Background: an optimization exercise with open tools, aiming at small area, a short achievable clock period and few clock cycles. Do not read the settings as production practice.
Function was checked by simulation only, so behaviour that the tests miss may differ from the original.
Power figures rest on the tool's default switching activity, not on a simulated workload.

==> inputs of nickel <==
Design top_v1b, start of the top module:
module top_v1b (
    input clk,
    input rst,
    input wr,
    input [2:0] address,
    input [7:0] wdata,
    output [7:0] rdata,
    output busy
);
reg [7:0] ah, al, bh, bl;
always @(posedge clk) if (wr) begin
    case (address)
    3'd0: ah <= wdata;
    3'd1: al <= wdata;
    3'd2: bh <= wdata;
    3'd3: bl <= wdata;
    default: ;
    endcase
end
wire sa = ah[7];
wire sb = bh[7];
wire xs = sa ^ sb;
wire [14:0] ma = sa ? -{ah[6:0], al} : {ah[6:0], al};
wire [14:0] mb = sb ? -{bh[6:0], bl} : {bh[6:0], bl};
wire ma_zero = (ma == 15'd0);
wire mb_zero = (mb == 15'd0);
function [3:0] blen(input [14:0] v);
    integer j;
    begin
        blen = 4'd0;
        for (j = 0; j < 15; j = j + 1) if (v[j]) blen = j + 1;
    end
endfunction
wire [3:0] la = blen(ma);
wire [3:0] lb = blen(mb);
wire [4:0] ediff = {1'b0, la} - {1'b0, lb};      
wire       eneg = ediff[4];                      
reg        Status;
reg        o_mul, o_div, o_frc, o_sqr;           
reg [4:0]  cnt;
reg        fix;      
reg        fr;       
reg [31:0] X;
reg [16:0] Ax;
reg [15:0] Bx;
assign busy = Status;
reg [7:0] xb;
always @* case (address[1:0])
    2'd0: xb = X[31:24];
    2'd1: xb = X[23:16];
    2'd2: xb = X[15:8];
    default: xb = X[7:0];
endcase
assign rdata = address[2] ? {7'b0, Status & (address[1:0] == 2'd0)} : xb;
wire start = wr && (address == 3'd4);
wire [1:0] nop = wdata[1:0];
wire [3:0] pa = 4'd8 - {1'b0, la[3:1]} - {3'b0, la[0]};    
wire [3:0] sh = (nop == 2'd3) ? {pa[2:0], 1'b0} :
  ...
Settings: LEC_CHECK=0, ABC_AREA=1, CAP_MARGIN=5, CORE_MARGIN=2, CORE_UTILIZATION=40, PLACE_DENSITY=0.6, SETUP_SLACK_MARGIN=3.4, SLEW_MARGIN=5; clock period 8.0 ns.
standard.sh (not shown) runs the stock make flow with config.mk's settings and CLKGATE_MAP_FILE= SYNTH_SCRIPT=/design/flow/synth_recipe.tcl, a recipe that flattens the netlist after the stock synthesis.
==> flow/flow/run.sh <==
#!/bin/bash
# The standard layout, with two changes to how it is made:
#  - ports are buffered with buf_4 instead of the delay buffer buffer_ports picks;
#  - timing repair may resize cells across footprints.
# The make output (every ORFS step, plus ORFS's own per-step logs under orfs/logs)
# goes to flow_make.log in this folder.
set -euo pipefail
bash standard.sh MATCH_CELL_FOOTPRINT=0 "BUFFER_PORTS_ARGS=-buffer_cell sky130_fd_sc_hd__buf_4" finish > flow_make.log 2>&1
==> inputs of sierra, as changes to nickel <==
==> flow/run.sh (new file) <==
#!/bin/bash
# synth_recipe.tcl (not shown) runs the flow's synth.tcl, then flattens the netlist and writes it again
# the make line also repeats each setting of config.mk as NAME=value (left out here)
make -C /OpenROAD-flow-scripts/flow DESIGN_CONFIG=/design/flow/config.mk WORK_HOME=/design/flow/orfs CLKGATE_MAP_FILE= SYNTH_SCRIPT=/design/flow/synth_recipe.tcl finish
- CAP_MARGIN: 5 -> 20
- CORE_UTILIZATION: 40 -> 55
- PLACE_DENSITY: 0.6 -> 0.75
- SLEW_MARGIN: 5 -> 20
removed: flow/flow/run.sh
removed: flow/standard.sh
==> impl_metrics.yaml <==
finish:
  layoutNonFillerInstCount: 2020
  inv_count: 230
  nClkBuffers: 10
drt:
  wl_met2_mm: 18.4
run_status:
  status: "no timing/DRC/antenna violations"
sta:
  hold_ws_ns: 0.514
setup_path:
  r2r_start: "o_sqr$_DFFE_PN_"
  crit_path_end: "Ax[5]$_DFFE_PP_"
global_route:
  grt.met3_usage_pct: 7.45
power_and_ir_drop:
  p_sw_share_pct: 46.2
  leakagePower_nw: 5.95
  sequentialPower_mw: 0.761
floorplan:
  dieArea_mm2: 0.0217
-- figures above: sierra

==> impl_metrics.yaml <==
power_and_ir_drop:
  sequentialPower_mw: 0.758
  leakagePower_nw: 5.86
  p_sw_share_pct: 46.2
  pwr-share-clk_pct: 19.5
setup_path:
  crit_path_end: "rdata[1]"
floorplan:
  design.core.area_mm2: 0.0278
  dieArea_mm2: 0.0296
run_status:
  status: "no timing/DRC/antenna violations"
global_route:
  grt.met3_usage_pct: 3.66
finish:
  nClkBuffers: 9
  layoutNonFillerInstCount: 2123
place:
  dpl.hpwl_mm: 30.3
drt:
  wl_met2_mm: 19.2
-- figures above: nickel

Testbench counts of nickel, summed over its fixed seeds: cycles 157,093.
Testbench counts of sierra, summed over its fixed seeds: cycles 157,093.


==> trial 62: inputs <==
top_v1b, a different RTL version from the one above (not shown whole).
==> module top_v1b, before the edit <==
module top_v1b (
    input clk,
    input rst,
    input wr,
    input [2:0] address,
    input [7:0] wdata,
    output [7:0] rdata,
    output busy
);
localparam K = 2;
reg [7:0] ah, al, bh, bl;
always @(posedge clk) if (wr) begin
    case (address)
    3'd0: ah <= wdata;
    3'd1: al <= wdata;
    3'd2: bh <= wdata;
    3'd3: bl <= wdata;
    default: ;
    endcase
end
wire sa = ah[7];
wire sb = bh[7];
wire [14:0] ma = sa ? -{ah[6:0], al} : {ah[6:0], al};
wire [14:0] mb = sb ? -{bh[6:0], bl} : {bh[6:0], bl};
wire ma_zero = (ma == 15'd0);
wire mb_zero = (mb == 15'd0);
reg        Status;
reg [1:0]  op;
reg [4:0]  cnt;
reg        fix;      
reg [31:0] X;
reg [16:0] R;
reg [15:0] D;
assign busy = Status;
assign rdata = (address == 3'd0) ? X[31:24] :
               (address == 3'd1) ? X[23:16] :
               (address == 3'd2) ? X[15:8]  :
               (address == 3'd3) ? X[7:0]   :
               (address == 3'd4) ? {7'b0, Status} : 8'd0;
reg [31:0] x;
reg [16:0] r;
reg [15:0] d;
reg [18:0] opa, opb, sum;
reg        sub, ge;
integer i;
always @* begin
    x = X; r = R; d = D;
    for (i = 0; i < K; i = i + 1) begin
        sub = (op != 2'd0);
        if (op == 2'd0) begin
            opa = {3'b0, x[31:16]};
            opb = x[0] ? {4'b0, mb} : 19'd0;
        end else if (op == 2'd3) begin
            opa = {r[16:0], d[15:14]};
            opb = {1'b0, x[23:8], 2'b01};
        end else begin
            opa = {2'b0, r[15:0], d[15]};
            opb = {4'b0, mb};
        end
        sum = sub ? opa - opb : opa + opb;
        ge = ~sum[18];
        case (op)
        2'd0: x = {1'b0, sum[15:0], x[15:1]};
        2'd3: begin
            r = ge ? sum[16:0] : opa[16:0];
            x = {8'b0, x[22:8], ge, 8'b0};
            d = {d[13:0], 2'b00};
        end
        default: begin
            r = ge ? {1'b0, sum[15:0]} : {1'b0, opa[15:0]};
            x = {x[30:0], ge};
            d = {d[14:0], 1'b0};
        end
        endcase
    end
end
wire [14:0] q = X[14:0];
wire [15:0] qfix = (ma_zero & mb_zero) ? 16'h4000 : {1'b0, q};
wire [14:0] qneg = -qfix[14:0];
wire [15:0] rneg = -R[15:0];
always @(posedge clk) begin
    if (rst) begin
        Status <= 1'b0;
        fix <= 1'b0;
    end else if (wr && address == 3'd4) begin
        Status <= 1'b1;
        fix <= 1'b0;
        op <= wdata[1:0];
        cnt <= (wdata[1:0] == 2'd2) ? 5'd16 : 5'd8;
        R <= 17'd0;
        D <= {1'b0, ma};
        X <= (wdata[1:0] == 2'd0) ? {17'b0, ma} : 32'd0;
    end else if (Status) begin
        if (fix) begin
            X[31:16] <= (sa ^ sb) ? {1'b1, qneg} : qfix;
            X[15:0]  <= (sa ^ sb) ? rneg : R[15:0];
            Status <= 1'b0;
        end else begin
            cnt <= cnt - 5'd1;
            X <= x; R <= r; D <= d;
            if (cnt == 5'd1) begin
                if (op == 2'd1) fix <= 1'b1;
                else Status <= 1'b0;
                if (op == 2'd2) begin
                    if (mb_zero & ma_zero) X <= 32'h40000000;
                    else if (mb_zero & (ma == 15'h4000)) X <= 32'h7FFF8000;
                    else X <= {1'b0, x[30:0]};
                end
            end
        end
    end
end
endmodule
Settings: LEC_CHECK=0, CAP_MARGIN=20, CORE_MARGIN=2, CORE_UTILIZATION=40, PLACE_DENSITY=0.6, SLEW_MARGIN=20; clock period 8.0 ns.
run.sh (not shown) runs the stock make flow with config.mk's settings and CLKGATE_MAP_FILE= SYNTH_SCRIPT=/design/flow/synth_recipe.tcl, a recipe that flattens the netlist after the stock synthesis.
Stock flow here: none of the scripts above is used.
==> build 67: changes against trial 62 <==
==> flow/design.v (replaced) <==
module top_v1b (
    input clk,
    input rst,
    input wr,
    input [2:0] address,
    input [7:0] wdata,
    output [7:0] rdata,
    output busy
);
reg [7:0] ah, al, bh, bl;
always @(posedge clk) if (wr) begin
    case (address)
    3'd0: ah <= wdata;
    3'd1: al <= wdata;
    3'd2: bh <= wdata;
    3'd3: bl <= wdata;
    default: ;
    endcase
end
wire sa = ah[7];
wire sb = bh[7];
wire xs = sa ^ sb;
wire [14:0] ma = sa ? -{ah[6:0], al} : {ah[6:0], al};
wire [14:0] mb = sb ? -{bh[6:0], bl} : {bh[6:0], bl};
wire ma_zero = (ma == 15'd0);
wire mb_zero = (mb == 15'd0);
function [3:0] blen(input [14:0] v);
    integer j;
    begin
        blen = 4'd0;
        for (j = 0; j < 15; j = j + 1) if (v[j]) blen = j + 1;
    end
endfunction
wire [3:0] la = blen(ma);
wire [3:0] lb = blen(mb);
wire [4:0] ediff = {1'b0, la} - {1'b0, lb};      
wire       eneg = ediff[4];                      
reg        Status;
reg        o_mul, o_div, o_frc, o_sqr;           
reg [4:0]  cnt;
reg        fix;      
reg        fr;       
reg [31:0] X;
reg [16:0] Ax;
reg [15:0] Bx;
assign busy = Status;
reg [7:0] xb;
always @* case (address[1:0])
    2'd0: xb = X[31:24];
    2'd1: xb = X[23:16];
    2'd2: xb = X[15:8];
    default: xb = X[7:0];
endcase
assign rdata = address[2] ? {7'b0, Status & (address[1:0] == 2'd0)} : xb;
wire start = wr && (address == 3'd4);
wire [1:0] nop = wdata[1:0];
wire [3:0] pa = 4'd8 - {1'b0, la[3:1]} - {3'b0, la[0]};    
wire [3:0] sh = (nop == 2'd3) ? {pa[2:0], 1'b0} :
                (nop == 2'd0) ? 4'd0 - {lb[3:0]} :          
                (eneg ? 4'd0 : ediff[3:0]);
wire [15:0] bsrc = (nop == 2'd3) ? {1'b0, ma} : {1'b0, mb};
wire [15:0] bnorm = bsrc << sh;
wire [4:0] ediv = (eneg | mb_zero) ? 5'd0 : ediff + 5'd1;
wire [4:0] n0 = (nop == 2'd0) ? {1'b0, lb} :
                (nop == 2'd1) ? ediv :
                (nop == 2'd2) ? (mb_zero ? 5'd0 : ediv + 5'd16) :
                (ma_zero ? 5'd0 : {1'b0, 4'd8 - pa} + 5'd8);
reg [18:0] opa, opb;
always @* begin
    opa = 19'd0; opb = 19'd0;
    if (o_mul) begin opa = {3'b0, X[14:0], 1'b0}; opb = Bx[15] ? {2'b0, Ax} : 19'd0; end
    if (o_sqr) begin opa = {Ax, Bx[15:14]};       opb = {1'b0, X[23:8], 2'b01}; end
    if (o_div | o_frc) begin
        opa = fr ? {1'b0, Ax, 1'b0} : {2'b0, Ax};
        opb = {3'b0, Bx};
    end
end
wire [19:0] sum = o_mul ? {1'b0, opa} + {1'b0, opb} : {1'b0, opa} - {1'b0, opb};
wire ge = ~sum[19];
wire [15:0] xhi = X[30:15];
wire [15:0] xhi_inc = sum[16] ? xhi + 16'd1 : xhi;
wire [14:0] q = X[14:0];
wire [15:0] qfix = mb_zero ? (ma_zero ? 16'h4000 : 16'h7FFF) : {1'b0, q};
wire [14:0] qneg = -qfix[14:0];
wire [15:0] rneg = -Ax[15:0];
always @(posedge clk) begin
    if (start) begin
        cnt <= n0;
        fr <= (nop == 2'd2) && (ediv == 5'd0);
        Ax <= (nop == 2'd3) ? 17'd0 : {2'b0, ma};
        Bx <= bnorm;
    end else begin
        cnt <= cnt - 5'd1;
        if (cnt == 5'd17) fr <= 1'b1;
        if (o_sqr | o_div | o_frc) Ax <= ge ? sum[16:0] : opa[16:0];
        if (o_mul) Bx <= {Bx[14:0], 1'b0};
        else if (o_sqr) Bx <= {Bx[13:0], 2'b00};
        else if (!(fr || (o_frc && cnt == 5'd17))) Bx <= {1'b0, Bx[15:1]};
    end
end
always @(posedge clk) begin
    if (start) begin
        o_mul <= (nop == 2'd0);
        o_div <= (nop == 2'd1);
        o_frc <= (nop == 2'd2);
        o_sqr <= (nop == 2'd3);
    end
end
always @(posedge clk) begin
    if (rst) begin
        Status <= 1'b0;
        fix <= 1'b0;
    end else if (start) begin
        fix <= (nop == 2'd1);
        Status <= (n0 != 5'd0) || (nop == 2'd1);
        if (nop == 2'd2 && mb_zero)
            X <= ma_zero ? 32'h40000000 : (ma == 15'h4000) ? 32'h7FFF8000 : 32'h7FFFFFFF;
        else
            X <= 32'd0;
    end else if (Status) begin
        if (cnt != 5'd0) begin
            if (cnt == 5'd1 && !fix) Status <= 1'b0;
            if (o_mul) X <= {xhi_inc, sum[15:0]};
            else if (o_sqr) X <= {8'b0, X[22:8], ge, 8'b0};
            else X <= {X[30:0], ge};
        end else begin
            X[31:16] <= xs ? {1'b1, qneg} : qfix;
            X[15:0]  <= xs ? rneg : Ax[15:0];
            fix <= 1'b0;
            Status <= 1'b0;
        end
    end
end
endmodule
--- a/flow/config.mk
+++ b/flow/config.mk
@@ -7,2 +7,3 @@
 export LEC_CHECK = 0
+export ABC_AREA = 1
 export CAP_MARGIN = 20
@@ -11,2 +12,3 @@
 export PLACE_DENSITY = 0.6
+export SETUP_SLACK_MARGIN = 3.4
 export SLEW_MARGIN = 20
==> summary of the runs <==
Build 67 went through all stages and came out clean. Trial 62 finished with setup timing left. Wire length: build 67 is lower than trial 62 (1.6%). In build 67 the first-iteration DRC count is smaller than in trial 62, by 14%. Of build 67 and trial 62, build 67 has the higher sequential cell count (gap 3). Clock-buffer cell count: trial 62 is lower than build 67 (1). Against trial 62, the die area of build 67 is larger by about 2%. Of build 67 and trial 62, trial 62 has the higher utilization (gap 1.4 points). In build 67 the combinational power is higher than in trial 62, by about 150%.
==> figures <==
item                                                                trial 62                 build 67
Status                                                       failed layout checks  complete, no violations
Reasons for failing layout checks                               setup timing                        -
Area Overhead vs Synth                                                 24.2%                    21.6%
Sequential share of cell area                                          23.0%                    23.3%
Largest fanout on the critical path                                        6                       25
Worst path buffer plus inverter count                                      6                        4
Number of stages on the worst setup path                                  40                        8
Clock network area share                                               2.30%                    2.06%
Fin worst setup slack                                               -89.7 ps                  3470 ps
Share of Yosys cell area claimed by the top area cell type             28.2%                    27.1%
Delay contributed by the slowest stage of the critical path           520 ps                   620 ps
Reg-to-reg critical path endpoint                                       R[0]                    X[25]
Vias per Instance                                                       6.35                     5.79
Average size of a mapped cell                                       8.13 µm²                 6.62 µm²
Final Core Density                                                     50.8%                    49.4%
Aggregate negative setup slack                                       -801 ps                     0 ps
Testbench counts of trial 62, summed over its fixed seeds: cycles 145,735.
Testbench counts of build 67, summed over its fixed seeds: cycles 157,093.


==> trial 72 <==
RTL: one of the versions met above, not the one the previous note started from.
==> module top_v1b, before the edit <==
module top_v1b (
    input clk,
    input rst,
    input wr,
    input [2:0] address,
    input [7:0] wdata,
    output [7:0] rdata,
    output busy
);
reg [7:0] ah, al, bh, bl;
always @(posedge clk) if (wr) begin
    case (address)
    3'd0: ah <= wdata;
    3'd1: al <= wdata;
    3'd2: bh <= wdata;
    3'd3: bl <= wdata;
    default: ;
    endcase
end
wire sa = ah[7];
wire sb = bh[7];
wire xs = sa ^ sb;
wire [14:0] ma = sa ? -{ah[6:0], al} : {ah[6:0], al};
wire [14:0] mb = sb ? -{bh[6:0], bl} : {bh[6:0], bl};
wire ma_zero = (ma == 15'd0);
wire mb_zero = (mb == 15'd0);
function [3:0] blen(input [14:0] v);
    integer j;
    begin
        blen = 4'd0;
        for (j = 0; j < 15; j = j + 1) if (v[j]) blen = j + 1;
    end
endfunction
wire [3:0] la = blen(ma);
wire [3:0] lb = blen(mb);
wire [4:0] ediff = {1'b0, la} - {1'b0, lb};      
wire       eneg = ediff[4];                      
reg        Status;
reg        o_mul, o_div, o_frc, o_sqr;           
reg [4:0]  cnt;
reg        fix;      
reg        fr;       
reg [31:0] X;
reg [16:0] Ax;
reg [15:0] Bx;
assign busy = Status;
reg [7:0] xb;
always @* case (address[1:0])
    2'd0: xb = X[31:24];
    2'd1: xb = X[23:16];
    2'd2: xb = X[15:8];
    default: xb = X[7:0];
endcase
assign rdata = address[2] ? {7'b0, Status & (address[1:0] == 2'd0)} : xb;
wire start = wr && (address == 3'd4);
wire [1:0] nop = wdata[1:0];
wire [3:0] pa = 4'd8 - {1'b0, la[3:1]} - {3'b0, la[0]};    
wire [3:0] sh = (nop == 2'd3) ? {pa[2:0], 1'b0} :
                (nop == 2'd0) ? 4'd0 - {lb[3:0]} :          
                (eneg ? 4'd0 : ediff[3:0]);
wire [15:0] bsrc = (nop == 2'd3) ? {1'b0, ma} : {1'b0, mb};
wire [15:0] bnorm = bsrc << sh;
wire [4:0] ediv = (eneg | mb_zero) ? 5'd0 : ediff + 5'd1;
wire [4:0] n0 = (nop == 2'd0) ? {1'b0, lb} :
                (nop == 2'd1) ? ediv :
                (nop == 2'd2) ? (mb_zero ? 5'd0 : ediv + 5'd16) :
                (ma_zero ? 5'd0 : {1'b0, 4'd8 - pa} + 5'd8);
reg [18:0] opa, opb;
always @* begin
    opa = 19'd0; opb = 19'd0;
    if (o_mul) begin opa = {3'b0, X[14:0], 1'b0}; opb = Bx[15] ? {2'b0, Ax} : 19'd0; end
    if (o_sqr) begin opa = {Ax, Bx[15:14]};       opb = {1'b0, X[23:8], 2'b01}; end
    if (o_div | o_frc) begin
        opa = fr ? {1'b0, Ax, 1'b0} : {2'b0, Ax};
        opb = {3'b0, Bx};
    end
end
wire [19:0] sum = o_mul ? {1'b0, opa} + {1'b0, opb} : {1'b0, opa} - {1'b0, opb};
wire ge = ~sum[19];
wire [15:0] xhi = X[30:15];
wire [15:0] xhi_inc = sum[16] ? xhi + 16'd1 : xhi;
wire [14:0] q = X[14:0];
wire [15:0] qfix = mb_zero ? (ma_zero ? 16'h4000 : 16'h7FFF) : {1'b0, q};
wire [14:0] qneg = -qfix[14:0];
wire [15:0] rneg = -Ax[15:0];
always @(posedge clk) begin
    if (!Status) begin
        cnt <= n0;
        fr <= (nop == 2'd2) && (ediv == 5'd0);
        Ax <= (nop == 2'd3) ? 17'd0 : {2'b0, ma};
        Bx <= bnorm;
        o_mul <= (nop == 2'd0);
        o_div <= (nop == 2'd1);
        o_frc <= (nop == 2'd2);
        o_sqr <= (nop == 2'd3);
    end else begin
        cnt <= cnt - 5'd1;
        if (cnt == 5'd17) fr <= 1'b1;
        if (o_sqr | o_div | o_frc) Ax <= ge ? sum[16:0] : opa[16:0];
        if (o_mul) Bx <= {Bx[14:0], 1'b0};
        else if (o_sqr) Bx <= {Bx[13:0], 2'b00};
        else if (!(fr || (o_frc && cnt == 5'd17))) Bx <= {1'b0, Bx[15:1]};
    end
end
reg [31:0] xinit, xstep;
always @* begin
    if (nop == 2'd2 && mb_zero)
        xinit = ma_zero ? 32'h40000000 : (ma == 15'h4000) ? 32'h7FFF8000 : 32'h7FFFFFFF;
    else
        xinit = 32'd0;
    if (cnt != 5'd0) begin
        if (o_mul) xstep = {xhi_inc, sum[15:0]};
        else if (o_sqr) xstep = {8'b0, X[22:8], ge, 8'b0};
        else xstep = {X[30:0], ge};
    end else begin
        xstep[31:16] = xs ? {1'b1, qneg} : qfix;
        xstep[15:0]  = xs ? rneg : Ax[15:0];
    end
end
always @(posedge clk) if (start | Status) X <= Status ? xstep : xinit;
always @(posedge clk) begin
    if (rst) begin
        Status <= 1'b0;
        fix <= 1'b0;
    end else if (start) begin
        fix <= (nop == 2'd1);
        Status <= (n0 != 5'd0) || (nop == 2'd1);
    end else if (Status) begin
        if (cnt != 5'd0) begin
            if (cnt == 5'd1 && !fix) Status <= 1'b0;
        end else begin
            fix <= 1'b0;
            Status <= 1'b0;
        end
    end
end
endmodule
export LEC_CHECK = 0
export ABC_AREA = 1
export CAP_MARGIN = 20
export CORE_MARGIN = 2
export CORE_UTILIZATION = 40
export PLACE_DENSITY = 0.6
export SETUP_SLACK_MARGIN = 3.2
export SLEW_MARGIN = 20
create_clock -name core_clock -period 8.0 [get_ports {clk}]
==> trial 38: changes against trial 72 <==
--- a/flow/design.v
+++ b/flow/design.v
@@ -84,15 +84,11 @@
 wire [14:0] qneg = -qfix[14:0];
 wire [15:0] rneg = -Ax[15:0];
 always @(posedge clk) begin
-    if (!Status) begin
+    if (start) begin
         cnt <= n0;
         fr <= (nop == 2'd2) && (ediv == 5'd0);
         Ax <= (nop == 2'd3) ? 17'd0 : {2'b0, ma};
         Bx <= bnorm;
-        o_mul <= (nop == 2'd0);
-        o_div <= (nop == 2'd1);
-        o_frc <= (nop == 2'd2);
-        o_sqr <= (nop == 2'd3);
     end else begin
         cnt <= cnt - 5'd1;
         if (cnt == 5'd17) fr <= 1'b1;
@@ -102,22 +98,14 @@
         else if (!(fr || (o_frc && cnt == 5'd17))) Bx <= {1'b0, Bx[15:1]};
     end
 end
-reg [31:0] xinit, xstep;
-always @* begin
-    if (nop == 2'd2 && mb_zero)
-        xinit = ma_zero ? 32'h40000000 : (ma == 15'h4000) ? 32'h7FFF8000 : 32'h7FFFFFFF;
-    else
-        xinit = 32'd0;
-    if (cnt != 5'd0) begin
-        if (o_mul) xstep = {xhi_inc, sum[15:0]};
-        else if (o_sqr) xstep = {8'b0, X[22:8], ge, 8'b0};
-        else xstep = {X[30:0], ge};
-    end else begin
-        xstep[31:16] = xs ? {1'b1, qneg} : qfix;
-        xstep[15:0]  = xs ? rneg : Ax[15:0];
+always @(posedge clk) begin
+    if (start) begin
+        o_mul <= (nop == 2'd0);
+        o_div <= (nop == 2'd1);
+        o_frc <= (nop == 2'd2);
+        o_sqr <= (nop == 2'd3);
     end
 end
-always @(posedge clk) if (start | Status) X <= Status ? xstep : xinit;
 always @(posedge clk) begin
     if (rst) begin
         Status <= 1'b0;
@@ -125,10 +113,19 @@
     end else if (start) begin
         fix <= (nop == 2'd1);
         Status <= (n0 != 5'd0) || (nop == 2'd1);
+        if (nop == 2'd2 && mb_zero)
+            X <= ma_zero ? 32'h40000000 : (ma == 15'h4000) ? 32'h7FFF8000 : 32'h7FFFFFFF;
+        else
+            X <= 32'd0;
     end else if (Status) begin
         if (cnt != 5'd0) begin
             if (cnt == 5'd1 && !fix) Status <= 1'b0;
+            if (o_mul) X <= {xhi_inc, sum[15:0]};
+            else if (o_sqr) X <= {8'b0, X[22:8], ge, 8'b0};
+            else X <= {X[30:0], ge};
         end else begin
+            X[31:16] <= xs ? {1'b1, qneg} : qfix;
+            X[15:0]  <= xs ? rneg : Ax[15:0];
             fix <= 1'b0;
             Status <= 1'b0;
         end
==> flow/flow/run.sh (new file) <==
#!/bin/bash
# The standard layout, with two changes to how it is made:
#  - ports are buffered with buf_4 instead of the delay buffer buffer_ports picks;
#  - timing repair may resize cells across footprints.
# The make output (every ORFS step, plus ORFS's own per-step logs under orfs/logs)
# goes to flow_make.log in this folder.
set -euo pipefail
bash standard.sh MATCH_CELL_FOOTPRINT=0 "BUFFER_PORTS_ARGS=-buffer_cell sky130_fd_sc_hd__buf_4" finish > flow_make.log 2>&1
==> flow/standard.sh (new file) <==
#!/bin/bash
# synth_recipe.tcl (not shown) runs the flow's synth.tcl, then flattens the netlist and writes it again
# the make line also repeats each setting of config.mk as NAME=value (left out here)
make -C /OpenROAD-flow-scripts/flow DESIGN_CONFIG=/design/flow/config.mk WORK_HOME=/design/flow/orfs CLKGATE_MAP_FILE= SYNTH_SCRIPT=/design/flow/synth_recipe.tcl "${@:-finish}"
ABC_AREA = not set   (was 1)
SETUP_SLACK_MARGIN = 3.3   (was 3.2)
removed: flow/run.sh
==> build 30: changes against trial 72 <==
==> flow/flow/run.sh (new file) <==
#!/bin/bash
# The standard layout, with two changes to how it is made:
#  - ports are buffered with buf_4 instead of the delay buffer buffer_ports picks;
#  - timing repair may resize cells across footprints.
# The make output (every ORFS step, plus ORFS's own per-step logs under orfs/logs)
# goes to flow_make.log in this folder.
set -euo pipefail
bash standard.sh MATCH_CELL_FOOTPRINT=0 "BUFFER_PORTS_ARGS=-buffer_cell sky130_fd_sc_hd__buf_4" finish > flow_make.log 2>&1
==> flow/standard.sh (new file) <==
#!/bin/bash
# synth_recipe.tcl (not shown) runs the flow's synth.tcl, then flattens the netlist and writes it again
# the make line also repeats each setting of config.mk as NAME=value (left out here)
make -C /OpenROAD-flow-scripts/flow DESIGN_CONFIG=/design/flow/config.mk WORK_HOME=/design/flow/orfs CLKGATE_MAP_FILE= SYNTH_SCRIPT=/design/flow/synth_recipe.tcl "${@:-finish}"
CORE_UTILIZATION = 60   (was 40)
PLACE_DENSITY = 0.8   (was 0.6)
removed: flow/run.sh
==> notes <==
- Against build 30, the sequential share of layout area of trial 72 is lower by 0.76 points.
- Sequential cell count is the same in trial 72 and trial 38.
- In trial 38 the synthesized area is smaller than in trial 72, by 1.8%.
- Between build 30 and trial 38, the lower worst setup slack is in trial 38 (gap 0.27 ns).
- Count of clock-buffer cells in the layout is the same in build 30 and trial 38.
Testbench counts of trial 72, summed over its fixed seeds: cycles 157,093.
Testbench counts of trial 38, summed over its fixed seeds: cycles 157,093.
Testbench counts of build 30, summed over its fixed seeds: cycles 157,093.

[afterwards: timing with drivers on the ports]
How much do the figures lean on ideal ports? The routed layouts below were timed once more, with nothing changed but the port constraints.
Step 1 sets driving cells, clkbuf_16 on the clock port and buf_2 on the other inputs (assumed; they add their load-dependent delay and slew).
Step 2 moves the port delays by t, midway between the first and last clock arrival at a register: inputs arrive t later, outputs are due t later. That takes back most of the time a late clock gives input paths.
Slacks: ideal ports / drivers / drivers and shift; pairs: ideal ports / drivers.
| run | shift t [ns] | setup slack, ns | cell pins on the clock port's net |
|---|---|---|---|
| nickel | 0.423 | 3.522 / 3.491 / 3.491 | 1 |
| sierra | 0.415 | 3.472 / 3.462 / 3.279 | 1 |
| trial 62 | 0.406 | -0.090 / -0.090 / -0.090 | 1 |
| build 67 | 0.417 | 3.470 / 3.470 / 3.074 | 1 |
| trial 72 | 0.429 | 3.293 / 3.256 / 3.256 | 1 |
| trial 38 | 0.418 | 3.025 / 3.025 / 3.025 | 1 |
| build 30 | 0.430 | 3.295 / 3.270 / 3.270 | 1 |
The setup slack of build 67, which loses most, moves by 0.000 ns with the drivers and by -0.396 ns with both steps.
